Source: an optimization exercise on an open RTL-to-GDS flow (aim: small area). Production flows keep margins and buffers that such runs may drop.
Where RTL was checked, it was by simulation tests only, not by an equivalence proof against the original.
For runs 1 to 3, only the layout was checked, not whether the RTL still works.
No activity file was given, so power comes from the tool's default toggle rates.

### config.mk
export PLATFORM = sky130hd
export DESIGN_NAME = darkriscv
export DESIGN_NICKNAME = darkriscv
export VERILOG_FILES = /design/flow/design.v
export SDC_FILE = /design/flow/constraint.sdc
export NUM_CORES = 4
export LEC_CHECK = 0
export CAP_MARGIN = 20
export CORE_MARGIN = 2
export CORE_UTILIZATION = 40
export CTS_BUF_LIST = sky130_fd_sc_hd__clkbuf_4
export SLEW_MARGIN = 20
export SYNTH_HIERARCHICAL = 1
### constraint.sdc
create_clock -name core_clock -period 12.0 [get_ports {CLK}]
set_input_delay 2.4000 -clock core_clock [delete_from_list [all_inputs] [get_ports {CLK}]]
set_output_delay 2.4000 -clock core_clock [all_outputs]
set_load 0.01 [all_outputs]
### design.v
`timescale 1ns / 1ps
`timescale 1ns / 1ps
`timescale 1ns / 1ps
module fa(input a, b, c, output s, co);
    assign {co, s} = a + b + c;
endmodule
module ha(input a, b, output s, co);
    assign {co, s} = a + b;
endmodule
module aoi222(input a, b, c, d, e, f, output y);
    assign y = ~((a & b) | (c & d) | (e & f));
endmodule
module nand5(input a, b, c, d, e, output y);
    assign y = ~(a & b & c & d & e);
endmodule
module rdbit(input [14:0] d, input [14:0] s, output y);
    wire [4:0] n;
    genvar i;
    generate for (i = 0; i < 5; i = i + 1) begin : g
        aoi222 u(.a(d[3*i]), .b(s[3*i]), .c(d[3*i+1]), .d(s[3*i+1]), .e(d[3*i+2]), .f(s[3*i+2]), .y(n[i]));
    end endgenerate
    nand5 u5(.a(n[0]), .b(n[1]), .c(n[2]), .d(n[3]), .e(n[4]), .y(y));
endmodule
module benc(input b2, b1, b0, output one, two, neg);
    assign one = b1 ^ b0;
    assign two = (b2 & ~b1 & ~b0) | (~b2 & b1 & b0);
    assign neg = b2 & ~(b1 & b0);
endmodule
module bpp(input x1, x0, one, two, neg, output p);
    assign p = ((one & x1) | (two & x0)) ^ neg;
endmodule
module add32(input [31:0] a, input [31:0] b, input ci, output [31:0] s, output co,
             output [31:0] g, output [31:0] t);
    assign g = a & b;
    assign t = a | b;
    wire [8:0] c;
    assign c[0] = ci;
    genvar k, i;
    generate for (k = 0; k < 8; k = k + 1) begin : blk
        wire [4:0] rc;
        assign rc[0] = c[k];
        for (i = 0; i < 4; i = i + 1) begin : bt
            fa u(.a(a[4*k+i]), .b(b[4*k+i]), .c(rc[i]), .s(s[4*k+i]), .co(rc[i+1]));
        end
        wire [3:0] gg = g[4*k +: 4];
        wire [3:0] tt = t[4*k +: 4];
        wire G = gg[3] | (tt[3] & gg[2]) | (tt[3] & tt[2] & gg[1]) | (tt[3] & tt[2] & tt[1] & gg[0]);
        wire T = &tt;
        assign c[k+1] = G | (T & c[k]);
    end endgenerate
    assign co = c[8];
endmodule
module darkriscv
(
    input             CLK,    
    input             RES,    
    input             HLT,    
    input      [31:0] INSTR_DATA,  
    output     [31:0] INSTR_ADDR,  
    input      [31:0] DATA_INPUT,  
    output     [31:0] DATA_OUTPUT,  
    output     [31:0] DATA_ADDR,  
    output     [ 3:0] BYTE_EN,    
    output            WR_EN,     
    output            RD_EN,     
    output [3:0]  DEBUG
);
    reg [31:7] IR;       
    reg [6:2]  OPC;      
    reg        OPV;      
    always @(posedge CLK)
        if (!HLT) begin
            IR  <= INSTR_DATA[31:7];
            OPC <= INSTR_DATA[6:2];
            OPV <= &INSTR_DATA[1:0];
        end
    reg [1:0]  FLUSH;    
    reg [3:0]  RESMODE;  
    reg [31:0] NXPC2;    
    wire RUN = ~|FLUSH;
    wire IS_LUI   = OPV && OPC == 5'b01101;
    wire IS_AUIPC = OPV && OPC == 5'b00101;
    wire IS_JAL   = OPV && OPC == 5'b11011;
    wire IS_JALR  = OPV && OPC == 5'b11001;
    wire IS_BCC   = OPV && OPC == 5'b11000;
    wire IS_LCC   = OPV && OPC == 5'b00000;
    wire IS_SCC   = OPV && OPC == 5'b01000;
    wire IS_MCC   = OPV && OPC == 5'b00100;
    wire IS_RCC   = OPV && OPC == 5'b01100;
    wire IS_MAC   = OPV && OPC == 5'b11111;
    wire [2:0] FCT3  = IR[14:12];
    wire       F7B5  = IR[30];
    wire [3:0] DPTR  = IR[10:7];
    wire [3:0] S1PTR = IR[18:15];
    wire [3:0] S2PTR = IR[23:20];
    wire [31:0] IMM =
        IS_SCC ? { {20{IR[31]}}, IR[31:25], IR[11:7] } :
        IS_BCC ? { {20{IR[31]}}, IR[7], IR[30:25], IR[11:8], 1'b0 } :
        IS_JAL ? { {12{IR[31]}}, IR[19:12], IR[20], IR[30:21], 1'b0 } :
        (IS_LUI || IS_AUIPC) ? { IR[31:12], 12'd0 } :
                 { {20{IR[31]}}, IR[31:20] };
    reg [31:0] RG [1:15];
    reg [14:0] SEL1, SEL2, SELD;
    integer r;
    always @* begin
        for (r = 1; r < 16; r = r + 1) begin
            SEL1[r-1] = S1PTR == r;
            SEL2[r-1] = S2PTR == r;
            SELD[r-1] = DPTR == r;
        end
    end
    wire [14:0] SEL1H = IS_MAC ? SELD : SEL1;
    wire [31:0] U1REG, U2REG;
    wire [15:0] UDLO;
    genvar b, k;
    generate for (b = 0; b < 32; b = b + 1) begin : rd
        wire [14:0] col;
        for (k = 1; k < 16; k = k + 1) begin : c
            assign col[k-1] = RG[k][b];
        end
        rdbit r1(.d(col), .s(b < 16 ? SEL1 : SEL1H), .y(U1REG[b]));
        rdbit r2(.d(col), .s(SEL2), .y(U2REG[b]));
        if (b < 16) begin : lo
            rdbit r3(.d(col), .s(SELD), .y(UDLO[b]));
        end
    end endgenerate
    wire [31:0] PC = NXPC2 - 32'd8;
    wire [31:0] MS, MC;
    mac16 mac(.a(U1REG[15:0]), .b(U2REG[15:0]), .c({U1REG[31:16], UDLO}), .S(MS), .C(MC));
    wire LINK = IS_JAL || IS_JALR;
    wire [31:0] BX = IS_MCC ? { {20{IR[31] & (FCT3 != 3)}}, IR[31:20] } : U2REG;
    wire SUB = !IS_MAC && !LINK && (IS_BCC || FCT3 == 2 || FCT3 == 3 || (IS_RCC && FCT3 == 0 && F7B5));
    wire [31:0] AA = IS_MAC ? MS : LINK ? PC : U1REG;
    wire [31:0] AB = IS_MAC ? MC : LINK ? 32'd4 : (BX ^ {32{SUB}});
    wire [31:0] ADD, AG, AT;
    wire        ACO;
    add32 alu(.a(AA), .b(AB), .ci(SUB), .s(ADD), .co(ACO), .g(AG), .t(AT));
    wire LTU = ~ACO;
    wire LTS = (U1REG[31] ^ BX[31]) ? U1REG[31] : ADD[31];
    wire EQ  = ~|ADD;
    wire [31:0] LOGIC = FCT3[0] ? AG : FCT3[1] ? AT : (AT & ~AG);
    function [31:0] rev(input [31:0] x);
        integer q;
        for (q = 0; q < 32; q = q + 1) rev[q] = x[31-q];
    endfunction
    wire        ALUOP = IS_MCC || IS_RCC;
    wire        SLL = ALUOP && FCT3 == 1;
    wire        LB  = IS_LCC && FCT3[1:0] == 2'b00;    
    wire        LH  = IS_LCC && FCT3[1:0] == 2'b01;    
    wire [1:0]  BA  = ASUM[1:0];
    wire [31:0] SHI = IS_LCC ? DATA_INPUT : SLL ? rev(U1REG) : U1REG;
    wire [4:0]  SHN = IS_LCC ? { (LB || LH) && BA[1], LB && BA[0], 3'd0 } : BX[4:0];
    wire [31:0] SHO = SHI >> SHN;
    wire        LSGN = !FCT3[2] && (LB ? SHO[7] : SHO[15]);
    wire [31:0] SHL = { (LB || LH) ? {16{LSGN}} : SHO[31:16],
                        LB ? {8{LSGN}} : SHO[15:8],
                        SHO[7:0] };
    wire BTAKEN = FCT3 == 4 ? LTS :
                  FCT3 == 5 ? ~LTS :
                  FCT3 == 6 ? LTU :
                  FCT3 == 7 ? ~LTU :
                  FCT3 == 0 ? EQ :
                  FCT3 == 1 ? ~EQ : 1'b0;
    wire JREQ = RUN && (IS_JAL || IS_JALR || (IS_BCC && BTAKEN));
    wire [31:0] ABASE = (IS_JAL || IS_BCC || IS_AUIPC) ? PC : IS_LUI ? 32'd0 : U1REG;
    wire [31:0] ASUM, DG, DT;
    wire        DCO;
    add32 aadd(.a(ABASE), .b(IMM), .ci(1'b0), .s(ASUM), .co(DCO), .g(DG), .t(DT));
    wire WRITE = RUN && (IS_AUIPC || IS_JAL || IS_JALR || IS_LUI || IS_LCC || IS_MCC || IS_RCC || IS_MAC);
    wire [31:0] WDATA = (IS_AUIPC || IS_LUI) ? ASUM :
                        SLL ? rev(SHO) :
                        (IS_LCC || (ALUOP && FCT3 == 5)) ? SHL :
                        (ALUOP && FCT3 == 2) ? {31'd0, LTS} :
                        (ALUOP && FCT3 == 3) ? {31'd0, LTU} :
                        (ALUOP && FCT3[2]) ? LOGIC :
                        ADD;
    wire [31:0] WD = RES ? {18'd0, RESMODE == 2, 13'd0} : WDATA;
    always @(posedge CLK) begin
        RESMODE <= RESMODE + 1;
        FLUSH <= RES ? 2 : HLT ? FLUSH : FLUSH ? FLUSH - 1 : JREQ ? 2 : 0;
        NXPC2 <= RES ? 0 : HLT ? NXPC2 : JREQ ? ASUM : NXPC2 + 4;
    end
    integer i;
    always @(posedge CLK)
        for (i = 1; i < 16; i = i + 1)
            if (RES ? (RESMODE == i) : (!HLT && WRITE && SELD[i-1]))
                RG[i] <= WD;
    assign DATA_ADDR = ASUM;
    assign DATA_OUTPUT = { FCT3 == 0 ? U2REG[7:0] : FCT3 == 1 ? U2REG[15:8] : U2REG[31:24],
                           FCT3 == 0 || FCT3 == 1 ? U2REG[7:0] : U2REG[23:16],
                           FCT3 == 0 ? U2REG[7:0] : U2REG[15:8],
                           U2REG[7:0] };
    assign RD_EN = RUN && IS_LCC;
    assign WR_EN = RUN && IS_SCC;
    assign BYTE_EN = FCT3 == 0 || FCT3 == 4 ? ( BA == 3 ? 4'b1000 :
                                                BA == 2 ? 4'b0100 :
                                                BA == 1 ? 4'b0010 :
                                                          4'b0001 ) :
                     FCT3 == 1 || FCT3 == 5 ? ( BA[1] ? 4'b1100 : 4'b0011 ) :
                                              4'b1111;
    assign INSTR_ADDR = NXPC2;
    assign DEBUG = { RES, |FLUSH, WR_EN, RD_EN };
endmodule
module mac16(input [15:0] a, input [15:0] b, input [31:0] c, output [31:0] S, output [31:0] C);
  wire [16:-1] x = {a[15], a, 1'b0};
  wire [16:-1] y = {b, 1'b0};
  wire one0, two0, neg0;
  benc e0(.b2(b[1]), .b1(b[0]), .b0(1'b0), .one(one0), .two(two0), .neg(neg0));
  wire [16:0] p0;
  genvar j0;
  generate for (j0 = 0; j0 < 17; j0 = j0 + 1) begin : g0
    bpp s(.x1(x[j0]), .x0(x[j0-1]), .one(one0), .two(two0), .neg(neg0), .p(p0[j0]));
  end endgenerate
  wire one1, two1, neg1;
  benc e1(.b2(b[3]), .b1(b[2]), .b0(b[1]), .one(one1), .two(two1), .neg(neg1));
  wire [16:0] p1;
  genvar j1;
  generate for (j1 = 0; j1 < 17; j1 = j1 + 1) begin : g1
    bpp s(.x1(x[j1]), .x0(x[j1-1]), .one(one1), .two(two1), .neg(neg1), .p(p1[j1]));
  end endgenerate
  wire one2, two2, neg2;
  benc e2(.b2(b[5]), .b1(b[4]), .b0(b[3]), .one(one2), .two(two2), .neg(neg2));
  wire [16:0] p2;
  genvar j2;
  generate for (j2 = 0; j2 < 17; j2 = j2 + 1) begin : g2
    bpp s(.x1(x[j2]), .x0(x[j2-1]), .one(one2), .two(two2), .neg(neg2), .p(p2[j2]));
  end endgenerate
  wire one3, two3, neg3;
  benc e3(.b2(b[7]), .b1(b[6]), .b0(b[5]), .one(one3), .two(two3), .neg(neg3));
  wire [16:0] p3;
  genvar j3;
  generate for (j3 = 0; j3 < 17; j3 = j3 + 1) begin : g3
    bpp s(.x1(x[j3]), .x0(x[j3-1]), .one(one3), .two(two3), .neg(neg3), .p(p3[j3]));
  end endgenerate
  wire one4, two4, neg4;
  benc e4(.b2(b[9]), .b1(b[8]), .b0(b[7]), .one(one4), .two(two4), .neg(neg4));
  wire [16:0] p4;
  genvar j4;
  generate for (j4 = 0; j4 < 17; j4 = j4 + 1) begin : g4
    bpp s(.x1(x[j4]), .x0(x[j4-1]), .one(one4), .two(two4), .neg(neg4), .p(p4[j4]));
  end endgenerate
  wire one5, two5, neg5;
  benc e5(.b2(b[11]), .b1(b[10]), .b0(b[9]), .one(one5), .two(two5), .neg(neg5));
  wire [16:0] p5;
  genvar j5;
  generate for (j5 = 0; j5 < 17; j5 = j5 + 1) begin : g5
    bpp s(.x1(x[j5]), .x0(x[j5-1]), .one(one5), .two(two5), .neg(neg5), .p(p5[j5]));
  end endgenerate
  wire one6, two6, neg6;
  benc e6(.b2(b[13]), .b1(b[12]), .b0(b[11]), .one(one6), .two(two6), .neg(neg6));
  wire [16:0] p6;
  genvar j6;
  generate for (j6 = 0; j6 < 17; j6 = j6 + 1) begin : g6
    bpp s(.x1(x[j6]), .x0(x[j6-1]), .one(one6), .two(two6), .neg(neg6), .p(p6[j6]));
  end endgenerate
  wire one7, two7, neg7;
  benc e7(.b2(b[15]), .b1(b[14]), .b0(b[13]), .one(one7), .two(two7), .neg(neg7));
  wire [16:0] p7;
  genvar j7;
  generate for (j7 = 0; j7 < 17; j7 = j7 + 1) begin : g7
    bpp s(.x1(x[j7]), .x0(x[j7-1]), .one(one7), .two(two7), .neg(neg7), .p(p7[j7]));
  end endgenerate
  wire t1, t2; ha ut1(.a(p0[14]), .b(p1[12]), .s(t1), .co(t2));
  wire t3, t4; ha ut3(.a(p0[15]), .b(p1[13]), .s(t3), .co(t4));
  wire t5, t6; ha ut5(.a(p0[16]), .b(p1[14]), .s(t5), .co(t6));
  wire t7, t8; ha ut7(.a(p0[16]), .b(p1[15]), .s(t7), .co(t8));
  wire t9, t10; ha ut9(.a(~p0[16]), .b(~p1[16]), .s(t9), .co(t10));
  wire t11, t12; ha ut11(.a(p0[8]), .b(p1[6]), .s(t11), .co(t12));
  wire t13, t14; ha ut13(.a(p0[9]), .b(p1[7]), .s(t13), .co(t14));
  wire t15, t16; fa ut15(.a(p0[10]), .b(p1[8]), .c(p2[6]), .s(t15), .co(t16));
  wire t17, t18; ha ut17(.a(p3[4]), .b(p4[2]), .s(t17), .co(t18));
  wire t19, t20; fa ut19(.a(p0[11]), .b(p1[9]), .c(p2[7]), .s(t19), .co(t20));
  wire t21, t22; ha ut21(.a(p3[5]), .b(p4[3]), .s(t21), .co(t22));
  wire t23, t24; fa ut23(.a(p0[12]), .b(p1[10]), .c(p2[8]), .s(t23), .co(t24));
  wire t25, t26; fa ut25(.a(p3[6]), .b(p4[4]), .c(p5[2]), .s(t25), .co(t26));
  wire t27, t28; ha ut27(.a(p6[0]), .b(neg6), .s(t27), .co(t28));
  wire t29, t30; fa ut29(.a(p0[13]), .b(p1[11]), .c(p2[9]), .s(t29), .co(t30));
  wire t31, t32; fa ut31(.a(p3[7]), .b(p4[5]), .c(p5[3]), .s(t31), .co(t32));
  wire t33, t34; ha ut33(.a(p6[1]), .b(c[13]), .s(t33), .co(t34));
  wire t35, t36; fa ut35(.a(t1), .b(p2[10]), .c(p3[8]), .s(t35), .co(t36));
  wire t37, t38; fa ut37(.a(p4[6]), .b(p5[4]), .c(p6[2]), .s(t37), .co(t38));
  wire t39, t40; fa ut39(.a(p7[0]), .b(neg7), .c(c[14]), .s(t39), .co(t40));
  wire t41, t42; fa ut41(.a(t3), .b(p2[11]), .c(p3[9]), .s(t41), .co(t42));
  wire t43, t44; fa ut43(.a(p4[7]), .b(p5[5]), .c(p6[3]), .s(t43), .co(t44));
  wire t45, t46; fa ut45(.a(p7[1]), .b(c[15]), .c(t2), .s(t45), .co(t46));
  wire t47, t48; fa ut47(.a(t5), .b(p2[12]), .c(p3[10]), .s(t47), .co(t48));
  wire t49, t50; fa ut49(.a(p4[8]), .b(p5[6]), .c(p6[4]), .s(t49), .co(t50));
  wire t51, t52; fa ut51(.a(p7[2]), .b(c[16]), .c(t4), .s(t51), .co(t52));
  wire t53, t54; fa ut53(.a(t7), .b(p2[13]), .c(p3[11]), .s(t53), .co(t54));
  wire t55, t56; fa ut55(.a(p4[9]), .b(p5[7]), .c(p6[5]), .s(t55), .co(t56));
  wire t57, t58; fa ut57(.a(p7[3]), .b(c[17]), .c(t6), .s(t57), .co(t58));
  wire t59, t60; fa ut59(.a(t9), .b(p2[14]), .c(p3[12]), .s(t59), .co(t60));
  wire t61, t62; fa ut61(.a(p4[10]), .b(p5[8]), .c(p6[6]), .s(t61), .co(t62));
  wire t63, t64; fa ut63(.a(p7[4]), .b(c[18]), .c(t8), .s(t63), .co(t64));
  wire t65, t66; fa ut65(.a(p3[13]), .b(p4[11]), .c(p5[9]), .s(t65), .co(t66));
  wire t67, t68; fa ut67(.a(p6[7]), .b(p7[5]), .c(c[19]), .s(t67), .co(t68));
  wire t69, t70; ha ut69(.a(~p2[15]), .b(t10), .s(t69), .co(t70));
  wire t71, t72; fa ut71(.a(~p2[16]), .b(p3[14]), .c(p4[12]), .s(t71), .co(t72));
  wire t73, t74; fa ut73(.a(p5[10]), .b(p6[8]), .c(p7[6]), .s(t73), .co(t74));
  wire t75, t76; ha ut75(.a(c[20]), .b(p2[15]), .s(t75), .co(t76));
  wire t77, t78; fa ut77(.a(p4[13]), .b(p5[11]), .c(p6[9]), .s(t77), .co(t78));
  wire t79, t80; ha ut79(.a(p7[7]), .b(c[21]), .s(t79), .co(t80));
  wire t81, t82; fa ut81(.a(~p3[16]), .b(p4[14]), .c(p5[12]), .s(t81), .co(t82));
  wire t83, t84; ha ut83(.a(p6[10]), .b(p7[8]), .s(t83), .co(t84));
  wire t85, t86; ha ut85(.a(p5[13]), .b(p6[11]), .s(t85), .co(t86));
  wire t87, t88; ha ut87(.a(~p4[16]), .b(p5[14]), .s(t87), .co(t88));
  wire t89, t90; ha ut89(.a(p0[4]), .b(p1[2]), .s(t89), .co(t90));
  wire t91, t92; ha ut91(.a(p0[5]), .b(p1[3]), .s(t91), .co(t92));
  wire t93, t94; fa ut93(.a(p0[6]), .b(p1[4]), .c(p2[2]), .s(t93), .co(t94));
  wire t95, t96; ha ut95(.a(p3[0]), .b(neg3), .s(t95), .co(t96));
  wire t97, t98; fa ut97(.a(p0[7]), .b(p1[5]), .c(p2[3]), .s(t97), .co(t98));
  wire t99, t100; ha ut99(.a(p3[1]), .b(c[7]), .s(t99), .co(t100));
  wire t101, t102; fa ut101(.a(t11), .b(p2[4]), .c(p3[2]), .s(t101), .co(t102));
  wire t103, t104; fa ut103(.a(p4[0]), .b(neg4), .c(c[8]), .s(t103), .co(t104));
  wire t105, t106; fa ut105(.a(t13), .b(p2[5]), .c(p3[3]), .s(t105), .co(t106));
  wire t107, t108; fa ut107(.a(p4[1]), .b(c[9]), .c(t12), .s(t107), .co(t108));
  wire t109, t110; fa ut109(.a(t15), .b(t17), .c(p5[0]), .s(t109), .co(t110));
  wire t111, t112; fa ut111(.a(neg5), .b(c[10]), .c(t14), .s(t111), .co(t112));
  wire t113, t114; fa ut113(.a(t19), .b(t21), .c(p5[1]), .s(t113), .co(t114));
  wire t115, t116; fa ut115(.a(c[11]), .b(t16), .c(t18), .s(t115), .co(t116));
  wire t117, t118; fa ut117(.a(t23), .b(t25), .c(t27), .s(t117), .co(t118));
  wire t119, t120; fa ut119(.a(c[12]), .b(t20), .c(t22), .s(t119), .co(t120));
  wire t121, t122; fa ut121(.a(t29), .b(t31), .c(t33), .s(t121), .co(t122));
  wire t123, t124; fa ut123(.a(t24), .b(t26), .c(t28), .s(t123), .co(t124));
  wire t125, t126; fa ut125(.a(t35), .b(t37), .c(t39), .s(t125), .co(t126));
  wire t127, t128; fa ut127(.a(t30), .b(t32), .c(t34), .s(t127), .co(t128));
  wire t129, t130; fa ut129(.a(t41), .b(t43), .c(t45), .s(t129), .co(t130));
  wire t131, t132; fa ut131(.a(t36), .b(t38), .c(t40), .s(t131), .co(t132));
  wire t133, t134; fa ut133(.a(t47), .b(t49), .c(t51), .s(t133), .co(t134));
  wire t135, t136; fa ut135(.a(t42), .b(t44), .c(t46), .s(t135), .co(t136));
  wire t137, t138; fa ut137(.a(t53), .b(t55), .c(t57), .s(t137), .co(t138));
  wire t139, t140; fa ut139(.a(t48), .b(t50), .c(t52), .s(t139), .co(t140));
  wire t141, t142; fa ut141(.a(t59), .b(t61), .c(t63), .s(t141), .co(t142));
  wire t143, t144; fa ut143(.a(t54), .b(t56), .c(t58), .s(t143), .co(t144));
  wire t145, t146; fa ut145(.a(t65), .b(t67), .c(t69), .s(t145), .co(t146));
  wire t147, t148; fa ut147(.a(t60), .b(t62), .c(t64), .s(t147), .co(t148));
  wire t149, t150; fa ut149(.a(t71), .b(t73), .c(t75), .s(t149), .co(t150));
  wire t151, t152; fa ut151(.a(t66), .b(t68), .c(t70), .s(t151), .co(t152));
  wire t153, t154; fa ut153(.a(t77), .b(t79), .c(~p3[15]), .s(t153), .co(t154));
  wire t155, t156; fa ut155(.a(t72), .b(t74), .c(t76), .s(t155), .co(t156));
  wire t157, t158; fa ut157(.a(t81), .b(t83), .c(c[22]), .s(t157), .co(t158));
  wire t159, t160; fa ut159(.a(p3[15]), .b(t78), .c(t80), .s(t159), .co(t160));
  wire t161, t162; fa ut161(.a(t85), .b(p7[9]), .c(c[23]), .s(t161), .co(t162));
  wire t163, t164; fa ut163(.a(~p4[15]), .b(t82), .c(t84), .s(t163), .co(t164));
  wire t165, t166; fa ut165(.a(t87), .b(p6[12]), .c(p7[10]), .s(t165), .co(t166));
  wire t167, t168; fa ut167(.a(c[24]), .b(p4[15]), .c(t86), .s(t167), .co(t168));
  wire t169, t170; fa ut169(.a(p6[13]), .b(p7[11]), .c(c[25]), .s(t169), .co(t170));
  wire t171, t172; ha ut171(.a(~p5[15]), .b(t88), .s(t171), .co(t172));
  wire t173, t174; fa ut173(.a(~p5[16]), .b(p6[14]), .c(p7[12]), .s(t173), .co(t174));
  wire t175, t176; ha ut175(.a(c[26]), .b(p5[15]), .s(t175), .co(t176));
  wire t177, t178; ha ut177(.a(p7[13]), .b(c[27]), .s(t177), .co(t178));
  wire t179, t180; ha ut179(.a(~p6[16]), .b(p7[14]), .s(t179), .co(t180));
  wire t181, t182; ha ut181(.a(p0[2]), .b(p1[0]), .s(t181), .co(t182));
  wire t183, t184; ha ut183(.a(p0[3]), .b(p1[1]), .s(t183), .co(t184));
  wire t185, t186; fa ut185(.a(t89), .b(p2[0]), .c(neg2), .s(t185), .co(t186));
  wire t187, t188; fa ut187(.a(t91), .b(p2[1]), .c(c[5]), .s(t187), .co(t188));
  wire t189, t190; fa ut189(.a(t93), .b(t95), .c(c[6]), .s(t189), .co(t190));
  wire t191, t192; fa ut191(.a(t97), .b(t99), .c(t94), .s(t191), .co(t192));
  wire t193, t194; fa ut193(.a(t101), .b(t103), .c(t98), .s(t193), .co(t194));
  wire t195, t196; fa ut195(.a(t105), .b(t107), .c(t102), .s(t195), .co(t196));
  wire t197, t198; fa ut197(.a(t109), .b(t111), .c(t106), .s(t197), .co(t198));
  wire t199, t200; fa ut199(.a(t113), .b(t115), .c(t110), .s(t199), .co(t200));
  wire t201, t202; fa ut201(.a(t117), .b(t119), .c(t114), .s(t201), .co(t202));
  wire t203, t204; fa ut203(.a(t121), .b(t123), .c(t118), .s(t203), .co(t204));
  wire t205, t206; fa ut205(.a(t125), .b(t127), .c(t122), .s(t205), .co(t206));
  wire t207, t208; fa ut207(.a(t129), .b(t131), .c(t126), .s(t207), .co(t208));
  wire t209, t210; fa ut209(.a(t133), .b(t135), .c(t130), .s(t209), .co(t210));
  wire t211, t212; fa ut211(.a(t137), .b(t139), .c(t134), .s(t211), .co(t212));
  wire t213, t214; fa ut213(.a(t141), .b(t143), .c(t138), .s(t213), .co(t214));
  wire t215, t216; fa ut215(.a(t145), .b(t147), .c(t142), .s(t215), .co(t216));
  wire t217, t218; fa ut217(.a(t149), .b(t151), .c(t146), .s(t217), .co(t218));
  wire t219, t220; fa ut219(.a(t153), .b(t155), .c(t150), .s(t219), .co(t220));
  wire t221, t222; fa ut221(.a(t157), .b(t159), .c(t154), .s(t221), .co(t222));
  wire t223, t224; fa ut223(.a(t161), .b(t163), .c(t158), .s(t223), .co(t224));
  wire t225, t226; fa ut225(.a(t165), .b(t167), .c(t162), .s(t225), .co(t226));
  wire t227, t228; fa ut227(.a(t169), .b(t171), .c(t166), .s(t227), .co(t228));
  wire t229, t230; fa ut229(.a(t173), .b(t175), .c(t170), .s(t229), .co(t230));
  wire t231, t232; fa ut231(.a(t177), .b(~p6[15]), .c(t174), .s(t231), .co(t232));
  wire t233, t234; fa ut233(.a(t179), .b(c[28]), .c(p6[15]), .s(t233), .co(t234));
  wire t235, t236; ha ut235(.a(c[29]), .b(~p7[15]), .s(t235), .co(t236));
  wire t237, t238; ha ut237(.a(~p7[16]), .b(c[30]), .s(t237), .co(t238));
  wire t239, t240; ha ut239(.a(p0[0]), .b(neg0), .s(t239), .co(t240));
  wire t241, t242; ha ut241(.a(p0[1]), .b(c[1]), .s(t241), .co(t242));
  wire t243, t244; fa ut243(.a(t181), .b(neg1), .c(c[2]), .s(t243), .co(t244));
  wire t245, t246; fa ut245(.a(t183), .b(c[3]), .c(t182), .s(t245), .co(t246));
  wire t247, t248; fa ut247(.a(t185), .b(c[4]), .c(t184), .s(t247), .co(t248));
  wire t249, t250; fa ut249(.a(t187), .b(t90), .c(t186), .s(t249), .co(t250));
  wire t251, t252; fa ut251(.a(t189), .b(t92), .c(t188), .s(t251), .co(t252));
  wire t253, t254; fa ut253(.a(t191), .b(t96), .c(t190), .s(t253), .co(t254));
  wire t255, t256; fa ut255(.a(t193), .b(t100), .c(t192), .s(t255), .co(t256));
  wire t257, t258; fa ut257(.a(t195), .b(t104), .c(t194), .s(t257), .co(t258));
  wire t259, t260; fa ut259(.a(t197), .b(t108), .c(t196), .s(t259), .co(t260));
  wire t261, t262; fa ut261(.a(t199), .b(t112), .c(t198), .s(t261), .co(t262));
  wire t263, t264; fa ut263(.a(t201), .b(t116), .c(t200), .s(t263), .co(t264));
  wire t265, t266; fa ut265(.a(t203), .b(t120), .c(t202), .s(t265), .co(t266));
  wire t267, t268; fa ut267(.a(t205), .b(t124), .c(t204), .s(t267), .co(t268));
  wire t269, t270; fa ut269(.a(t207), .b(t128), .c(t206), .s(t269), .co(t270));
  wire t271, t272; fa ut271(.a(t209), .b(t132), .c(t208), .s(t271), .co(t272));
  wire t273, t274; fa ut273(.a(t211), .b(t136), .c(t210), .s(t273), .co(t274));
  wire t275, t276; fa ut275(.a(t213), .b(t140), .c(t212), .s(t275), .co(t276));
  wire t277, t278; fa ut277(.a(t215), .b(t144), .c(t214), .s(t277), .co(t278));
  wire t279, t280; fa ut279(.a(t217), .b(t148), .c(t216), .s(t279), .co(t280));
  wire t281, t282; fa ut281(.a(t219), .b(t152), .c(t218), .s(t281), .co(t282));
  wire t283, t284; fa ut283(.a(t221), .b(t156), .c(t220), .s(t283), .co(t284));
  wire t285, t286; fa ut285(.a(t223), .b(t160), .c(t222), .s(t285), .co(t286));
  wire t287, t288; fa ut287(.a(t225), .b(t164), .c(t224), .s(t287), .co(t288));
  wire t289, t290; fa ut289(.a(t227), .b(t168), .c(t226), .s(t289), .co(t290));
  wire t291, t292; fa ut291(.a(t229), .b(t172), .c(t228), .s(t291), .co(t292));
  wire t293, t294; fa ut293(.a(t231), .b(t176), .c(t230), .s(t293), .co(t294));
  wire t295, t296; fa ut295(.a(t233), .b(t178), .c(t232), .s(t295), .co(t296));
  wire t297, t298; fa ut297(.a(t235), .b(t180), .c(t234), .s(t297), .co(t298));
  wire t299, t300; fa ut299(.a(t237), .b(p7[15]), .c(t236), .s(t299), .co(t300));
  wire t301, t302; ha ut301(.a(~c[31]), .b(t238), .s(t301), .co(t302));
  assign S[0] = t239;
  assign C[0] = c[0];
  assign S[1] = t241;
  assign C[1] = t240;
  assign S[2] = t243;
  assign C[2] = t242;
  assign S[3] = t245;
  assign C[3] = t244;
  assign S[4] = t247;
  assign C[4] = t246;
  assign S[5] = t249;
  assign C[5] = t248;
  assign S[6] = t251;
  assign C[6] = t250;
  assign S[7] = t253;
  assign C[7] = t252;
  assign S[8] = t255;
  assign C[8] = t254;
  assign S[9] = t257;
  assign C[9] = t256;
  assign S[10] = t259;
  assign C[10] = t258;
  assign S[11] = t261;
  assign C[11] = t260;
  assign S[12] = t263;
  assign C[12] = t262;
  assign S[13] = t265;
  assign C[13] = t264;
  assign S[14] = t267;
  assign C[14] = t266;
  assign S[15] = t269;
  assign C[15] = t268;
  assign S[16] = t271;
  assign C[16] = t270;
  assign S[17] = t273;
  assign C[17] = t272;
  assign S[18] = t275;
  assign C[18] = t274;
  assign S[19] = t277;
  assign C[19] = t276;
  assign S[20] = t279;
  assign C[20] = t278;
  assign S[21] = t281;
  assign C[21] = t280;
  assign S[22] = t283;
  assign C[22] = t282;
  assign S[23] = t285;
  assign C[23] = t284;
  assign S[24] = t287;
  assign C[24] = t286;
  assign S[25] = t289;
  assign C[25] = t288;
  assign S[26] = t291;
  assign C[26] = t290;
  assign S[27] = t293;
  assign C[27] = t292;
  assign S[28] = t295;
  assign C[28] = t294;
  assign S[29] = t297;
  assign C[29] = t296;
  assign S[30] = t299;
  assign C[30] = t298;
  assign S[31] = t301;
  assign C[31] = t300;
endmodule
### run.sh
#!/bin/bash
# synth_recipe.tcl (not shown) runs the flow's synth.tcl, then flattens the netlist and writes it again
# the make line also repeats each setting of config.mk as NAME=value (left out here)
make -C /OpenROAD-flow-scripts/flow DESIGN_CONFIG=/design/flow/config.mk WORK_HOME=/design/flow/orfs CLKGATE_MAP_FILE= SYNTH_SCRIPT=/design/flow/synth_recipe.tcl finish
==> impl_results.md, run 1 <==
* DRC at 0
* Uppermost routed layer: met5
* Share of layout cells above drive strength 1 at 20.07%
* Startpoint Class: flip-flop
* Post-synthesis average cell area at ~11 um2
* Global-route wire length before repair at about 270,000 um
* Internal power contribution at between 6000 and 7000 uW
* Data required time of the critical path at 12.90 ns
* TritonCTS clock tree: yes
* Combinational cell fraction of total power at ~65%
* Number of sinks driven by the clock tree at 549
* Maximum count of clock buffers along a single path at 3
* RSZ-0062 raised after global routing: false
* Worst path max stage delay at approximately 0.63 ns
* Outcome: timing/DRC/antenna clean
* Total clock buffers created by CTS at between 100 and 150
* Number of placement rows at 117
* Fraction of the cycle the final worst path needs at between 90% and 100%
* Die footprint at 0.1046 mm2
* Classification of the worst-slack hold path: reg2reg
* Die height at approximately 320 um
* Length of the first detailed-routing pass in iterations at 13
* Largest net degree at the start of global routing at 61
* Static leakage at 0.01601 uW
* Slew Limit Headroom at 7.952%
* Min setup slack post-route at 0.4520 ns
* CP dominant cell by count: fa_1
* Routed wire length per instance at 35.41 um
* Utilization after layout at 46.58%
* Final-stage net count at 4,331
* Critical Path Slowest Stage Cell: fa_1
* Area Growth Syn to Fin at 15.75%
* Clock Root Buffer: clkbuf_4
* Total routing resource utilization after global routing at 36.36%
* Post-layout min period at 11.55 ns
* Capturing element type of the critical path: flip-flop
* Endpoint arrival time on the critical path at 12.44 ns
* IO Count at between 150 and 200
* Antenna Nets Post-Route at 0
* Total detailed-routing wirelength at 195,100 um
* Share of total power in sequential cells at around a fifth
* CP Max Fanout at 55
* Starting DRC count in detailed routing at 8,783
* Setup violation total in the final timing report at 0
* Achievable Freq at 86.60 MHz
* Clock insertion delay at the later pin of the skew report at 1.16 ns
* Synth Cell Area at 0.04083 mm2
* Warning count from the yosys run at 8
* Met1 routed wirelength after detailed routing at about 74,000 um
* Maximum vdd drop at 0.2047 mV
* Worst setup path category: reg2reg
* Vias per cell at 7.084
* Post-Syn Instances at 3,693
* Core Footprint at around 0.10 mm2
* Initial antenna violation count at 13
* CTS H-tree lvls at 4
* Routability cong. at 1.042
* Via count of the first global-routing pass at 35.84k
* Share of total power consumed by net switching at 47.33%
* Sw power at between 5000 and 6000 uW
* Max-capacitance violation count at 0
* Total power per unit cell area at between 200 and 250 mW/mm2
* Worst-Margin Slew at 1.381 ns
* # port buffers at 172
* Setup skew after layout at 0.1919 ns
* Final sum of negative setup slack at 0 ns
* Horizontal die dimension at 323.5 um
* Max-slew violation count at 0
* Number of buffers inserted for hold repair after clock tree synthesis at 0
* Part of the power in the clock network at 14.5%
* Number of endpoints with negative hold slack in the final report at 0
* Overall via count from detail_route at 39.02k
* HPWL after detailed placement at 141,000 um
* Clock Pin Slew Worst Setup and Hold Paths at 0.07 ns
* Routed wl met3 at between 20,000 and 30,000 um
* Met2 wirelength from detailed routing at 82,310 um
* Initial Utilization at 40.25%
* GRT overflow at 0
* Placement-stage worst setup slack at 0.4004 ns
layout by cell type, fill, tap and decap left out, types with 38 or more instances in the layout:
cell type	count
nor3_1	50
xnor2_1	191
clkbuf_4	205
fa_1	183
mux2_2	39
buf_4	240
nor2_1	154
inv_1	101
dfxtp_1	38
and2_1	62
ha_1	43
a222oi_1	402
o211ai_1	63
nand2_1	212
a22oi_2	137
mux2i_1	54
edfxtp_1	511
a211oi_1	38
a21oi_1	90
clkdlybuf4s50_1	171
a22oi_1	55
o21ai_0	224
nand3_1	146
and3_1	96
routing by layer:
metal,GRT usage [%],vias to the layer above
met3,10.89,655
met2,53.43,3252
met1,48.48,19200
met5,0,-
met4,18.48,10
li1,-,15900
power groups by stage:
| stage | Sequential, uW | Clock (uW) | Combinational [uW] |
|---|---|---|---|
| after floorplan | 2460 | 0 | 5760 |
| after global placement | 2470 | 0 | 7240 |
| after detailed placement | 2470 | 0 | 7280 |
| after CTS | 2430 | 1710 | 7300 |
| after global routing | 2430 | 1820 | 8060 |
| final | 2430 | 1700 | 7600 |
final timing paths:
path	startpoint	endpoint	slack, ns	cells after the start
worst max-delay path	IR[22]$_DFFE_PN_	NXPC2[10]$_SDFFE_PP0N_	0.45	36
worst min-delay path	FLUSH[1]$_SDFFE_PP1N_	FLUSH[0]$_SDFFE_PP0N_	0.48	2
worst max register to register	IR[22]$_DFFE_PN_	NXPC2[10]$_SDFFE_PP0N_	0.45	36
worst min register to register	FLUSH[1]$_SDFFE_PP1N_	FLUSH[0]$_SDFFE_PP0N_	0.48	2
metrics by stage:
step	cell area, um2	hold slack (ns)	cells	total power (uW)
2_1_floorplan	40870	0.4324	3705	8220
3_3_place_gp	45100	0.4480	5237	9713
3_5_place_dp	45130	0.4684	5238	9750
4_1_cts	46980	0.4769	5483	11450
5_1_grt	47240	0.4963	5502	12300
6_report	47260	0.4761	5508	11730
layout make-up:
class	count	area, um2
antenna	10	25.02
clock buffer	203	1524
clock inverter	42	322.8
fill	9399	54190
inverter	103	386.6
multi-input combinational	2813	23560
sequential	549	16110
tap	1368	1712
timing repair buffer	420	3623
state kept, by name (all words and copies together), names as in the netlist:
| signal | cells |
|---|---|
| OPC | 5 |
| FLUSH | 2 |
| RG | 480 |
| OPV | 1 |
| RESMODE | 4 |
| NXPC2 | 32 |
| IR | 25 |
worst max-delay path: cells and delay by family (launching register included):
family                   cells  cell delay [ns]
adder cells (fa/ha/maj)      9             4.23
AND/OR/NAND/NOR              9             2.80
AO/OA/AOI/OAI               12             2.47
buffers and inverters        3             0.83
flip-flops                   1             0.48
multiplexers                 1             0.24
XOR/XNOR                     2             0.22
timing repair:
item	CTS	global route
setup buffers	0	9
setup endpoints to repair	0	40
resized for setup	0	18
endpoints found under the hold margin	0	0
==> run 2, diff against run 1 <==
--- a/design.v
+++ b/design.v
@@ -148,8 +148,12 @@
     wire        LB  = IS_LCC && FCT3[1:0] == 2'b00;    
     wire        LH  = IS_LCC && FCT3[1:0] == 2'b01;    
     wire [1:0]  BA  = ASUM[1:0];
-    wire [31:0] SHI = IS_LCC ? DATA_INPUT : SLL ? rev(U1REG) : U1REG;
-    wire [4:0]  SHN = IS_LCC ? { (LB || LH) && BA[1], LB && BA[0], 3'd0 } : BX[4:0];
+    wire        SB  = IS_SCC && FCT3 == 0;             
+    wire        SH  = IS_SCC && FCT3 == 1;             
+    wire        BSH = LB || SB;                        
+    wire        HSH = LH || SH;                        
+    wire [31:0] SHI = IS_LCC ? DATA_INPUT : SLL ? rev(U1REG) : IS_SCC ? rev(U2REG) : U1REG;
+    wire [4:0]  SHN = (IS_LCC || IS_SCC) ? { (BSH || HSH) && BA[1], BSH && BA[0], 3'd0 } : BX[4:0];
     wire [31:0] SHO = SHI >> SHN;
     wire        LSGN = !FCT3[2] && (LB ? SHO[7] : SHO[15]);
     wire [31:0] SHL = { (LB || LH) ? {16{LSGN}} : SHO[31:16],
@@ -186,10 +190,7 @@
             if (RES ? (RESMODE == i) : (!HLT && WRITE && SELD[i-1]))
                 RG[i] <= WD;
     assign DATA_ADDR = ASUM;
-    assign DATA_OUTPUT = { FCT3 == 0 ? U2REG[7:0] : FCT3 == 1 ? U2REG[15:8] : U2REG[31:24],
-                           FCT3 == 0 || FCT3 == 1 ? U2REG[7:0] : U2REG[23:16],
-                           FCT3 == 0 ? U2REG[7:0] : U2REG[15:8],
-                           U2REG[7:0] };
+    assign DATA_OUTPUT = rev(SHO);
     assign RD_EN = RUN && IS_LCC;
     assign WR_EN = RUN && IS_SCC;
     assign BYTE_EN = FCT3 == 0 || FCT3 == 4 ? ( BA == 3 ? 4'b1000 :
==> flow/run.sh (new file) <==
#!/bin/bash
# Own layout flow: the standard ORFS layout (standard.sh) with these changes.
#  - Synthesis maps the logic with an area-oriented ABC script (strash; dch;
#    map -a) instead of the speed script; the rest of synthesis, and so every
#    register, is unchanged. OpenROAD's repair steps fix timing afterwards.
#  - The port buffers that global placement inserts are buf_1 cells.
#  - CTS uses clkbuf_4 and inserts no dummy loads.
#  - After global routing, cells on paths with slack are downsized
#    (ORFS RECOVER_POWER).
# make's full output goes to make.log here; each ORFS step logs to orfs/logs.
set -euo pipefail
WORK=$(pwd)
rm -rf "$WORK/scripts"
cp -r "$FLOW_HOME/scripts" "$WORK/scripts"
cp "$WORK/flow/abc_area.script" "$WORK/scripts/abc_speed.script"
bash "$WORK/standard.sh" SCRIPTS_DIR="$WORK/scripts" \
    "BUFFER_PORTS_ARGS=-buffer_cell sky130_fd_sc_hd__buf_1" \
    "CTS_ARGS=-sink_clustering_enable -repair_clock_nets -dont_use_dummy_load -buf_list sky130_fd_sc_hd__clkbuf_4" \
    RECOVER_POWER=100 \
    finish > "$WORK/make.log" 2>&1
==> flow/abc_area.script (new file) <==
strash
dch -f
map -a
topo
stime -c
==> standard.sh (new file) <==
#!/bin/bash
# synth_recipe.tcl (not shown) runs the flow's synth.tcl, then flattens the netlist and writes it again
# the make line also repeats each setting of config.mk as NAME=value (left out here)
make -C /OpenROAD-flow-scripts/flow DESIGN_CONFIG=/design/flow/config.mk WORK_HOME=/design/flow/orfs CLKGATE_MAP_FILE= SYNTH_SCRIPT=/design/flow/synth_recipe.tcl "${@:-finish}"
--- a/config.mk
+++ b/config.mk
@@ -8,6 +8,4 @@
 export CAP_MARGIN = 20
 export CORE_MARGIN = 2
 export CORE_UTILIZATION = 40
-export CTS_BUF_LIST = sky130_fd_sc_hd__clkbuf_4
 export SLEW_MARGIN = 20
-export SYNTH_HIERARCHICAL = 1
removed: run.sh
==> run 2 against run 1 <==
Effect of this change:
- now fails the layout checks on max-capacitance violations, max-slew violations
- largest power group unchanged
- wire length grew 17%
- highest routed layer unchanged
- global-route usage increased by 6.8 points
- critical path type unchanged
- clock power decreased by 24%
==> impl_results.md, run 2 <==
* Maximum vdd drop at 0.2161 mV
* Static leakage at roughly 0.016 uW
* Startpoint Class: flip-flop
* Most frequent cell after synthesis: clkinv_1
* Initial Utilization at a little over 40%
* Max-capacitance violation count at 29
* DRC at 0
* Warning count from the yosys run at 2
* Achievable Freq at 87.39 MHz
* Share of layout cells above drive strength 1 at 11.01%
* IO Count at 173
* Outcome: finished with violations
* Fraction of the yosys area taken by sequential cells at 39.88%
* Number of enable flip-flop cells after synthesis at between 500 and 600
* Primary flip-flop cell chosen by synthesis mapping: edfxtp_1
* Endpoint arrival time on the critical path at 12.41 ns
* Number of placement rows at 116
* Total of fill cells in the finished design at about 10k
* Total detailed-routing wirelength at 228,000 um
* Largest Register: RG
* Total power per unit cell area at approximately 230 mW/mm2
* Initial antenna violation count at 20
* Worst path max stage delay at 0.75 ns
* Layout Check Fail Reasons: max-capacitance violations, max-slew violations
* Leading area contributor after synthesis: edfxtp_1
* Maximum count of clock buffers along a single path at 3
* Final-stage net count at 5,507
* Post-layout min period at about 11 ns
* Area of the multi-input gates at 0.02163 mm2
* Clock Root Buffer: clkbuf_4
* Largest net degree at the start of global routing at between 70 and 80
* Area Growth Syn to Fin at 15.42%
* Area fraction of the dominant cell type after synthesis at a little under two fifths
* Capturing element type of the critical path: flip-flop
* Distinct cell type count of the synthesized netlist at 49
* CTS H-tree lvls at 4
* Total routing resource utilization after global routing at 43.14%
* Most common cell after layout, fill and taps aside: clkinv_1
* GRT overflow at 0
* Fraction of the cycle the final worst path needs at 95.35%
* Max-slew violation count at 627
* Vias per cell at 6.685
* Routed wire length per instance at between 30 and 40 um
* Number of flip-flops under the largest register name at 480
* Data required time of the critical path at 12.97 ns
* Inst Count DP at 6,288
* Worst setup path category: reg2reg
* Clock Pin Slew Worst Setup and Hold Paths at 0.07 ns
* HPWL after detailed placement at 167,100 um
* Synth Cell Area at 0.04038 mm2
* Critical Path Slowest Stage Cell: o21ai_0
* Post-route non-filler standard cell count at 6,479
* Horizontal die dimension at roughly 320 um
* Setup violation total in the final timing report at 0
* Largest registers: RG x480, NXPC2 x32, IR x25
* Die height at ~320 um
* Post-synthesis average cell area at about 9.0 um2
* Cell area after placement at 0.04559 mm2
* # port buffers at 172
* Slew Limit Headroom at -144.2%
* Setup skew after layout at 0.1470 ns
* Core Footprint at 0.1001 mm2
* Final instance area at 0.04661 mm2
* Number of register bits inferred by synthesis at 549
* Total clock buffers created by CTS at 149
* Number of sinks driven by the clock tree at around 550
* Antenna Nets Post-Route at 0
* Top cell types by occurrence after synthesis: clkinv_1 (722), nand2_1 (547), edfxtp_1 (511), o21ai_0 (423), nor2_1 (366)
* Register-to-register setup slack at 0.56 ns
* Via count of the first global-routing pass at 40.43k
* Number of buffers inserted for hold repair after clock tree synthesis at 0
* Global-route wire length before repair at 311,400 um
* Overall via count from detail_route at about 43k
* Die footprint at a little over 0.1 mm2
* TritonCTS clock tree: yes
* Synth async-reset ratio at 0%
* Classification of the worst-slack hold path: reg2reg
* Seq. cell area at 0.01611 mm2
* Post-Syn Instances at 4,498
* Top library cells by usage in the layout, fill and taps aside: clkinv_1 (696), nand2_1 (546), edfxtp_1 (511), o21ai_0 (415), o22ai_1 (335)
* CP Max Fanout at 7
* Number of endpoints with negative hold slack in the final report at 0
* Routability cong. at between 1 and 1.5
* Synth top area cells: edfxtp_1 (38%), fa_1 (8.1%), clkinv_1 (6.7%)
* Worst-Margin Slew at 3.663 ns
* Clock insertion delay at the later pin of the skew report at 1.14 ns
* Length of the first detailed-routing pass in iterations at 8
* Starting DRC count in detailed routing at around 7.9k
run 2: cell type report:
type | count | share of cell area (%)
Inverter | 722 | 5.960
Clock buffer | 149 | 2.400
Antenna cell | 14 | 0.07517
Timing Repair Buffer | 555 | 7.119
Tap cell | 1298 | 3.485
Multi-Input combinational cell | 3192 | 46.41
Sequential cell | 549 | 34.56
run 2: critical path: cells and delay by family, from the launching register on:
| family | cells | cell delay (ns) |
|---|---|---|
| simple gates | 18 | 2.38 |
| fa+ha+maj | 8 | 3.39 |
| compound gates | 12 | 2.70 |
| flops | 1 | 0.52 |
| buf+inv | 11 | 2.38 |
run 2: worst paths after layout:
path / cells after the start / from / endpoint
max: 49 / IR[16]$_DFFE_PN_ / NXPC2[0]$_SDFFE_PP0P_
min: 2 / FLUSH[1]$_SDFFE_PP1N_ / FLUSH[0]$_SDFFE_PP0N_
max reg2reg: 49 / IR[16]$_DFFE_PN_ / NXPC2[0]$_SDFFE_PP0P_
min reg2reg: 2 / FLUSH[1]$_SDFFE_PP1N_ / FLUSH[0]$_SDFFE_PP0N_
run 2: stage by stage:
stage	power (uW)	hold slack [ns]	TNS [ns]	setup slack [ns]	util (%)
after floorplan	6661	0.4156	0	0.02664	-
after global placement	9361	0.4277	0	0.4578	45.46
after detailed placement	9399	0.4621	0	0.2854	45.52
after CTS	10700	0.4709	0	0.3341	46.64
after global routing	11490	0.4959	-0.1478	-0.04219	46.52
final	10820	0.4760	0	0.5575	46.54
run 2: kinds of logic after synthesis:
kind of cell	Yosys count	synth area share, %
buf+inv	757	7.362
fa+ha+maj	272	11.45
xor+xnor	214	4.642
flops	549	39.88
mux	4	0.09916
simple gates	1134	11.58
compound gates	1568	24.98
run 2: timing repair:
item,CTS,global route
resized for setup,0,56
setup buffers,0,24
hold endpoints to repair,0,0
setup endpoints to repair,0,52
run 2: layer usage:
| metal | share of wire, % | wire, um | vias up | global-route usage (%) |
|---|---|---|---|---|
| met1 | 36 | 81290 | 20500 | 52.27 |
| li1 | - | - | 17870 | - |
| met2 | 41 | 93280 | 3819 | 62.52 |
| met5 | 0.045 | 103 | - | 0 |
| met4 | 9.6 | 21910 | 16 | 33.71 |
| met3 | 14 | 31440 | 1113 | 14.98 |
run 2: power breakdown:
group	switching, uW	internal (uW)
Sequential	30.1	2400
Clock	729	561
Combinational	4590	2500
==> run 3, diff against run 2 <==
==> flow/run.sh (replaced) <==
#!/bin/bash
# Own layout flow: the standard ORFS layout (standard.sh, with its
# synthesis unchanged) with these changes.
#  - The port buffers that global placement inserts are buf_1 cells.
#  - CTS uses clkbuf_4 and inserts no dummy loads.
#  - After global routing, cells on paths with slack are downsized
#    (ORFS RECOVER_POWER).
# make's full output goes to make.log here; each ORFS step logs to orfs/logs.
set -euo pipefail
WORK=$(pwd)
bash "$WORK/standard.sh" \
    "BUFFER_PORTS_ARGS=-buffer_cell sky130_fd_sc_hd__buf_1" \
    "CTS_ARGS=-sink_clustering_enable -repair_clock_nets -dont_use_dummy_load -buf_list sky130_fd_sc_hd__clkbuf_4" \
    RECOVER_POWER=100 \
    finish > "$WORK/make.log" 2>&1
--- a/config.mk
+++ b/config.mk
@@ -9,3 +9,4 @@
 export CORE_MARGIN = 2
 export CORE_UTILIZATION = 40
 export SLEW_MARGIN = 20
+export SYNTH_HIERARCHICAL = 1
removed: flow/abc_area.script
==> run 3 against run 2 <==
Effect of this change:
- the layout still fails its checks (max-capacitance violations, max-slew violations)
- largest cell class unchanged
- final cell count decreased by 16%
- combinational power decreased by 1%
- synthesized cell count decreased by 17%
- worst setup slack got worse by 0.20 ns
- utilization decreased by 1.9 points
- maximum frequency decreased by 1.7%
- clock skew decreased by 0.035 ns
==> impl_results.md, run 3 <==
* GRT overflow at 0
* Layout Check Fail Reasons: max-capacitance violations, max-slew violations
* Classification of the worst-slack hold path: reg2reg
* Total clock buffers created by CTS at 143
* Routed wire length per instance at 34.97 um
* Most Crowded Layer GR: met2
* Maximum count of clock buffers along a single path at 3
* Core Footprint at 0.1016 mm2
* Max-capacitance violation count at 25
* Length of the first detailed-routing pass in iterations at 17
* Post-Syn Instances at 3,719
* Number of sinks driven by the clock tree at 549
* Die height at 323.9 um
* RSZ-0062 raised after global routing: false
* Initial Utilization at 40.30%
* Capturing element type of the critical path: flip-flop
* Largest registers: RG x480, NXPC2 x32, IR x25
* Clock insertion delay at the later pin of the skew report at 1.06 ns
* Horizontal die dimension at 323.9 um
* Total power per unit cell area at about 240 mW/mm2
* Number of flip-flops under the largest register name at 480
* Starting DRC count in detailed routing at just under 9k
* Share of total power consumed by net switching at about half
* Worst r2r src: IR[16]$_DFFE_PN_
* Clock Pin Slew Worst Setup and Hold Paths at about 0.060 ns
* Largest Register: RG
* Die footprint at 0.1049 mm2
* Antenna Nets Post-Route at 0
* Post-layout min period at 11.64 ns
* Endpoint of the most critical setup path: RG[15][12]$_DFFE_PP_
* Maximum vdd drop at 0.1667 mV
* Synth Cell Area at 0.04094 mm2
* Met2 usage at between 50% and 60%
* Overall via count from detail_route at about 39k
* First element of the critical path: IR[16]$_DFFE_PN_
* GRT met1 Usage at between 40% and 50%
* Final sum of negative setup slack at 0 ns
* Worst-Margin Slew at 3.329 ns
* # port buffers at 172
* IO Count at 173
* Vias per cell at between 7 and 8
* Post-synthesis average cell area at 11.01 um2
* TritonCTS clock tree: yes
* Combinational cell fraction of total power at 65.6%
* CTS H-tree lvls at 4
* CP Max Fanout at 16
* Sw power at 5144 uW
* Data required time of the critical path at about 12 ns
* Register-to-register setup slack at 0.36 ns
* DRC at 0
* Number of placement rows at 117
* Worst setup path category: reg2reg
* Fraction of the cycle the final worst path needs at 97.02%
* Max-slew violation count at 721
* Capturing point of the worst reg2reg path: RG[15][12]$_DFFE_PP_
* Via count of the first global-routing pass at 35.88k
* Global-route wire length before repair at 264,600 um
* Area Growth Syn to Fin at 10.75%
* Internal power contribution at 5534 uW
* Slew Limit Headroom at -123.5%
* Met3 GRT Util at between 10% and 20%
* Setup violation total in the final timing report at 0
* Share of layout cells above drive strength 1 at 16.81%
* FF-to-FF path depth at 25
* Top library cells by usage in the layout, fill and taps aside: edfxtp_1 (511), a222oi_1 (400), nand2_1 (196), buf_4 (196), o21ai_0 (195)
* HPWL after detailed placement at 137,300 um
* Total detailed-routing wirelength at 189,800 um
* Clock Root Buffer: clkbuf_4
* Achievable Freq at 85.89 MHz
* Outcome: finished with violations
* Total of fill cells in the finished design at 9,779
* Worst Hold Margin at 0.4752 ns
* Most common cell after layout, fill and taps aside: edfxtp_1
* Number of endpoints with negative hold slack in the final report at 0
* Share of total power in sequential cells at 22.9%
* Startpoint Class: flip-flop
* Static leakage at around 0.015 uW
* Final-stage net count at 4,345
* Total routing resource utilization after global routing at 35.09%
* Largest net degree at the start of global routing at 46
* Warning count from the yosys run at 8
* Part of the power in the clock network at 11.6%
* Setup skew after layout at 0.1119 ns
* Routability cong. at about 1.1
* Endpoint arrival time on the critical path at between 10 and 15 ns
* Initial antenna violation count at 16
run 3: metal layers:
metal / share of wire [%] / up-vias
met2: 42 / 3244
met5: 0.089 / -
met1: 37 / 19050
met3: 14 / 651
met4: 6.8 / 14
li1: - / 16010
run 3: what timing repair did:
action	in CTS	in global routing
setup endpoints to repair	0	32
hold buffers	0	0
setup buffers	0	12
resized for setup	0	34
run 3: layout make-up:
cell class	count	area, um2	area share [%]
multi-input cells	2833	23610	52.08
inverters	103	386.6	0.8527
diodes	13	32.53	0.07175
flip-flops and latches	549	16110	35.52
clock buffers	143	1074	2.368
well taps	1368	1712	3.775
repair buffers	418	2416	5.329
run 3: worst max-delay path, cell delays in order (launching register included):
cell and delay, ns:
edfxtp_1 0.55, inv_1 0.39, nand2_1 0.20, nor3_1 0.35
buf_4 0.37, a222oi_1 0.17, and3_1 0.25, nand3_1 0.53
clkbuf_1 0.44, buf_4 0.28, a22oi_1 0.13, xnor2_1 0.22
fa_1 0.48, fa_1 0.53, fa_1 0.54, a221o_1 0.39
or2_0 0.24, nand2_1 0.08, o21ai_0 0.35, a21o_1 0.34
a41o_1 0.27, fa_1 0.52, o21ai_0 0.41, o21ai_0 0.47
a31oi_1 0.08, a211oi_1 2.37
run 3: power groups by stage:
stage,Clock (uW),Sequential (uW),Combinational (uW)
final,1240,2440,7000
after global routing,1350,2440,7500
after CTS,1260,2420,6910
after detailed placement,0,2460,6900
after global placement,0,2460,6800
after floorplan,0,2450,5800
run 3: stage by stage:
stage          area [um2]  utilization, %  total power (uW)  setup WS, ns  instances
2_1_floorplan       41010               -              8250       0.07281       3731
6_report            45340           44.63             10680        0.3574       5427
4_1_cts             45420           44.71             10600       0.02399       5402
5_1_grt             45330           44.62             11300       0.01726       5423
3_3_place_gp        44310           43.62              9262        0.2217       5258
3_5_place_dp        44350           43.65              9362      0.006158       5259
run 3: how the worst min path moves through the flow:
stage,from,depth (start not counted),to
6_report,RESMODE[0]$_DFF_P_,1,RESMODE[0]$_DFF_P_
5_1_grt,FLUSH[1]$_SDFFE_PP1N_,2,FLUSH[0]$_SDFFE_PP0N_
4_1_cts,RESMODE[0]$_DFF_P_,1,RESMODE[0]$_DFF_P_
3_5_place_dp,RESMODE[0]$_DFF_P_,1,RESMODE[0]$_DFF_P_
3_3_place_gp,RESMODE[0]$_DFF_P_,1,RESMODE[0]$_DFF_P_
2_1_floorplan,RESMODE[0]$_DFF_P_,1,RESMODE[0]$_DFF_P_
==> run 4, diff against run 3 <==
--- a/design.v
+++ b/design.v
@@ -143,22 +143,9 @@
         integer q;
         for (q = 0; q < 32; q = q + 1) rev[q] = x[31-q];
     endfunction
-    wire        ALUOP = IS_MCC || IS_RCC;
-    wire        SLL = ALUOP && FCT3 == 1;
-    wire        LB  = IS_LCC && FCT3[1:0] == 2'b00;    
-    wire        LH  = IS_LCC && FCT3[1:0] == 2'b01;    
-    wire [1:0]  BA  = ASUM[1:0];
-    wire        SB  = IS_SCC && FCT3 == 0;             
-    wire        SH  = IS_SCC && FCT3 == 1;             
-    wire        BSH = LB || SB;                        
-    wire        HSH = LH || SH;                        
-    wire [31:0] SHI = IS_LCC ? DATA_INPUT : SLL ? rev(U1REG) : IS_SCC ? rev(U2REG) : U1REG;
-    wire [4:0]  SHN = (IS_LCC || IS_SCC) ? { (BSH || HSH) && BA[1], BSH && BA[0], 3'd0 } : BX[4:0];
-    wire [31:0] SHO = SHI >> SHN;
-    wire        LSGN = !FCT3[2] && (LB ? SHO[7] : SHO[15]);
-    wire [31:0] SHL = { (LB || LH) ? {16{LSGN}} : SHO[31:16],
-                        LB ? {8{LSGN}} : SHO[15:8],
-                        SHO[7:0] };
+    wire        SHL = !FCT3[2];
+    wire [31:0] SHI = SHL ? rev(U1REG) : U1REG;
+    wire [31:0] SHO = SHI >> BX[4:0];
     wire BTAKEN = FCT3 == 4 ? LTS :
                   FCT3 == 5 ? ~LTS :
                   FCT3 == 6 ? LTU :
@@ -170,15 +157,26 @@
     wire [31:0] ASUM, DG, DT;
     wire        DCO;
     add32 aadd(.a(ABASE), .b(IMM), .ci(1'b0), .s(ASUM), .co(DCO), .g(DG), .t(DT));
+    wire [1:0] BA = ASUM[1:0];
+    wire [31:0] LDATA = FCT3 == 0 || FCT3 == 4 ?
+                            ( BA == 3 ? { {24{FCT3 == 0 && DATA_INPUT[31]}}, DATA_INPUT[31:24] } :
+                              BA == 2 ? { {24{FCT3 == 0 && DATA_INPUT[23]}}, DATA_INPUT[23:16] } :
+                              BA == 1 ? { {24{FCT3 == 0 && DATA_INPUT[15]}}, DATA_INPUT[15: 8] } :
+                                        { {24{FCT3 == 0 && DATA_INPUT[ 7]}}, DATA_INPUT[ 7: 0] } ) :
+                        FCT3 == 1 || FCT3 == 5 ?
+                            ( BA[1] ? { {16{FCT3 == 1 && DATA_INPUT[31]}}, DATA_INPUT[31:16] } :
+                                      { {16{FCT3 == 1 && DATA_INPUT[15]}}, DATA_INPUT[15: 0] } ) :
+                        DATA_INPUT;
     wire WRITE = RUN && (IS_AUIPC || IS_JAL || IS_JALR || IS_LUI || IS_LCC || IS_MCC || IS_RCC || IS_MAC);
+    wire ALUOP = IS_MCC || IS_RCC;
     wire [31:0] WDATA = (IS_AUIPC || IS_LUI) ? ASUM :
-                        SLL ? rev(SHO) :
-                        (IS_LCC || (ALUOP && FCT3 == 5)) ? SHL :
+                        IS_LCC ? LDATA :
+                        (ALUOP && FCT3 == 1) ? rev(SHO) :
+                        (ALUOP && FCT3 == 5) ? SHO :
                         (ALUOP && FCT3 == 2) ? {31'd0, LTS} :
                         (ALUOP && FCT3 == 3) ? {31'd0, LTU} :
                         (ALUOP && FCT3[2]) ? LOGIC :
                         ADD;
-    wire [31:0] WD = RES ? {18'd0, RESMODE == 2, 13'd0} : WDATA;
     always @(posedge CLK) begin
         RESMODE <= RESMODE + 1;
         FLUSH <= RES ? 2 : HLT ? FLUSH : FLUSH ? FLUSH - 1 : JREQ ? 2 : 0;
@@ -188,9 +186,12 @@
     always @(posedge CLK)
         for (i = 1; i < 16; i = i + 1)
             if (RES ? (RESMODE == i) : (!HLT && WRITE && SELD[i-1]))
-                RG[i] <= WD;
+                RG[i] <= RES ? (i == 2 ? 32'd8192 : 32'd0) : WDATA;
     assign DATA_ADDR = ASUM;
-    assign DATA_OUTPUT = rev(SHO);
+    assign DATA_OUTPUT = { FCT3 == 0 ? U2REG[7:0] : FCT3 == 1 ? U2REG[15:8] : U2REG[31:24],
+                           FCT3 == 0 || FCT3 == 1 ? U2REG[7:0] : U2REG[23:16],
+                           FCT3 == 0 ? U2REG[7:0] : U2REG[15:8],
+                           U2REG[7:0] };
     assign RD_EN = RUN && IS_LCC;
     assign WR_EN = RUN && IS_SCC;
     assign BYTE_EN = FCT3 == 0 || FCT3 == 4 ? ( BA == 3 ? 4'b1000 :
==> run.sh (new file) <==
#!/bin/bash
# synth_recipe.tcl (not shown) runs the flow's synth.tcl, then flattens the netlist and writes it again
# the make line also repeats each setting of config.mk as NAME=value (left out here)
make -C /OpenROAD-flow-scripts/flow DESIGN_CONFIG=/design/flow/config.mk WORK_HOME=/design/flow/orfs CLKGATE_MAP_FILE= SYNTH_SCRIPT=/design/flow/synth_recipe.tcl finish
removed: flow/run.sh
removed: standard.sh
==> run 4 against run 3 <==
Effect of this change:
- now clean on timing, DRC and antenna
- maximum frequency rose by 0.48%
- clock skew down 0.062 ns
- via count is 2.4% higher
- sequential power barely moved
- clock power grew 51%
- critical path depth rose by 10
- power grew 17%
- first-iteration DRC count decreased by 3.6%
==> impl_results.md, run 4 <==
* Post-synthesis average cell area at between 10 and 15 um2
* Largest registers: RG x480, NXPC2 x32, IR x25
* Post-CTS repair timing setup buffer count at 0
* Total routing resource utilization after global routing at 37.45%
* Fraction of the cycle the final worst path needs at 96.56%
* Number of endpoints with negative hold slack in the final report at 0
* Worst Hold Margin at 0.4817 ns
* Area of the multi-input gates at 0.02452 mm2
* Vias per cell at ~7.3
* Most common cell after layout, fill and taps aside: edfxtp_1
* RSZ-0062 raised after global routing: false
* # port buffers at ~170
* Startpoint Class: flip-flop
* Worst-Margin Slew at 1.180 ns
* Setup skew after layout at 0.04943 ns
* Post-Syn Instances at 3,816
* Classification of the worst-slack hold path: reg2reg
* Via count of the first global-routing pass at 36.94k
* Initial Utilization at 40.30%
* Number of placement rows at 118
* Worst setup path category: reg2reg
* Total of fill cells in the finished design at 9,556
* Outcome: timing/DRC/antenna clean
* GRT overflow at 0
* CP Max Fanout at 29
* Warning count from the yosys run at 8
* Capturing element type of the critical path: flip-flop
* HPWL after detailed placement at 154,700 um
* Max-capacitance violation count at 0
* Max-slew violation count at 0
* Core Footprint at between 0.1 and 0.15 mm2
* CP dominant cell by count: fa_1
* Post-layout min period at 11.59 ns
* Static leakage at 0.01613 uW
* Cell depth of the worst min-delay path at 1
* Antenna Nets Post-Route at 0
* Largest Register: RG
* Clock insertion delay at the later pin of the skew report at 0.72 ns
* Achievable Freq at 86.31 MHz
* Die footprint at 0.1069 mm2
* Top library cells by usage in the layout, fill and taps aside: edfxtp_1 (511), a222oi_1 (405), nand2_1 (262), buf_4 (253), o21ai_0 (194)
* Die height at 326.9 um
* Worst path max stage delay at 0.91 ns
* Total detailed-routing wirelength at slightly above 200,000 um
* Register-to-register setup slack at 0.41 ns
* Length of the first detailed-routing pass in iterations at 17
* Starting DRC count in detailed routing at between 8k and 9k
* Cell class contributing the biggest share of worst-path delay: adder cells
* Total power per unit cell area at roughly 260 mW/mm2
* Post-route total power at 12,520 uW
* Clock Pin Slew Worst Setup and Hold Paths at ~0.060 ns
* Largest net degree at the start of global routing at 64
* FF-to-FF path depth at 35
* Final-stage net count at 4,350
* Global-route wire length before repair at 287,200 um
* Maximum vdd drop at 0.3655 mV
* Initial antenna violation count at 16
* Clock Root Buffer: clkbuf_16
* Horizontal die dimension at 326.9 um
* Count of cell instances traversed by the critical path at 35
* Routed wire length per instance at 37.58 um
* Number of sinks driven by the clock tree at between 500 and 600
* Maximum count of clock buffers along a single path at 3
* Critical Path Slowest Stage Cell: ha_1
* Seq. cell area at 0.01611 mm2
* Crit path buf inv count at 5
* Share of layout cells above drive strength 1 at ~17%
* Area Growth Syn to Fin at 15.53%
* CTS H-tree lvls at 2
* Data required time of the critical path at around 13 ns
* IO Count at 173
* Number of flip-flops under the largest register name at between 400 and 500
* Overall via count from detail_route at approximately 40k
* Setup violation total in the final timing report at 0
* DRC at 0
* Slew Limit Headroom at 20.50%
* Final sum of negative setup slack at 0 ns
* Total clock buffers created by CTS at 61
* TritonCTS clock tree: yes
* Synth Cell Area at roughly 0.042 mm2
* Endpoint arrival time on the critical path at 12.17 ns
* Routability cong. at about 1.1
run 4: routing by layer:
layer | vias up | wire [um] | global-route usage, %
li1 | 16170 | - | -
met1 | 19670 | 77000 | 49.65
met2 | 3450 | 84030 | 52.68
met3 | 620 | 30800 | 13.61
met4 | 8 | 14310 | 21.12
met5 | - | 72 | 0
run 4: metrics by stage:
step,std cells,worst slack [ns],util [%],area (um2)
floorplan,3828,0.01974,-,41790
global placement,5370,0.6972,44.63,46190
detailed placement,5370,0.6070,44.64,46200
CTS,5480,0.5728,46.52,48150
global route,5480,0.02611,46.55,48170
finish,5487,0.4132,46.56,48190
run 4: final cells by class:
cell class	instances	area share, %
tap	1380	3.583
inverter	62	0.4829
clock inverter	30	0.6828
timing repair buffer	426	7.566
clock buffer	80	3.357
multi-input combinational	2953	50.87
antenna	7	0.03635
sequential	549	33.42
run 4: path summary, 6_finish.rpt:
| check | from | endpoint |
|---|---|---|
| min reg2reg | RESMODE[0]$_DFF_P_ | RESMODE[0]$_DFF_P_ |
| min | RESMODE[0]$_DFF_P_ | RESMODE[0]$_DFF_P_ |
| max | IR[20]$_DFFE_PN_ | NXPC2[31]$_SDFFE_PP0N_ |
| max reg2reg | IR[20]$_DFFE_PN_ | NXPC2[31]$_SDFFE_PP0N_ |
run 4: what timing repair did:
item | 4_1_cts | 5_1_grt
endpoints found under the setup margin | 0 | 18
resized for setup | 0 | 5
hold buffers | 0 | 0
run 4: power by group:
group	total, uW	internal [uW]	leakage (uW)	switching (uW)
clock	1870	1040	0.000942	830
combinational	8220	3040	0.0102	5180
sequential	2430	2400	0.00499	36.7
total	12500	6480	0.0161	6040

-- separate check: timing with driven ports --
The flow's constraints put no driver on any port. The routed layouts listed below were extracted and timed again, unchanged, in two steps.
Step 1 (the two cells are an assumption about what drives the block):
set clk [get_ports {CLK}]
set_driving_cell -lib_cell sky130_fd_sc_hd__clkbuf_16 $clk
set_driving_cell -lib_cell sky130_fd_sc_hd__buf_2 [delete_from_list [all_inputs] $clk]
Step 2 times the ports against the registers' clock, not the clock port: input delays grow and output delays shrink by t, the midpoint of the rising clock arrivals with the driver on.
Three values: ideal, step 1, step 2; two values: the first two.
| run | t, ns | setup slack, ns | worst register clock-pin slew, ns | cell pins on the clock port's net |
|---|---|---|---|---|
| run 1 | 1.127 | 0.452 / 0.452 / 0.452 | 0.08 / 0.08 | 1 |
| run 2 | 1.131 | 0.557 / 0.503 / 0.557 | 0.08 / 0.08 | 1 |
| run 3 | 1.076 | 0.357 / 0.357 / 0.357 | 0.08 / 0.08 | 1 |
| run 4 | 0.766 | 0.413 / 0.413 / 0.413 | 0.07 / 0.07 | 1 |
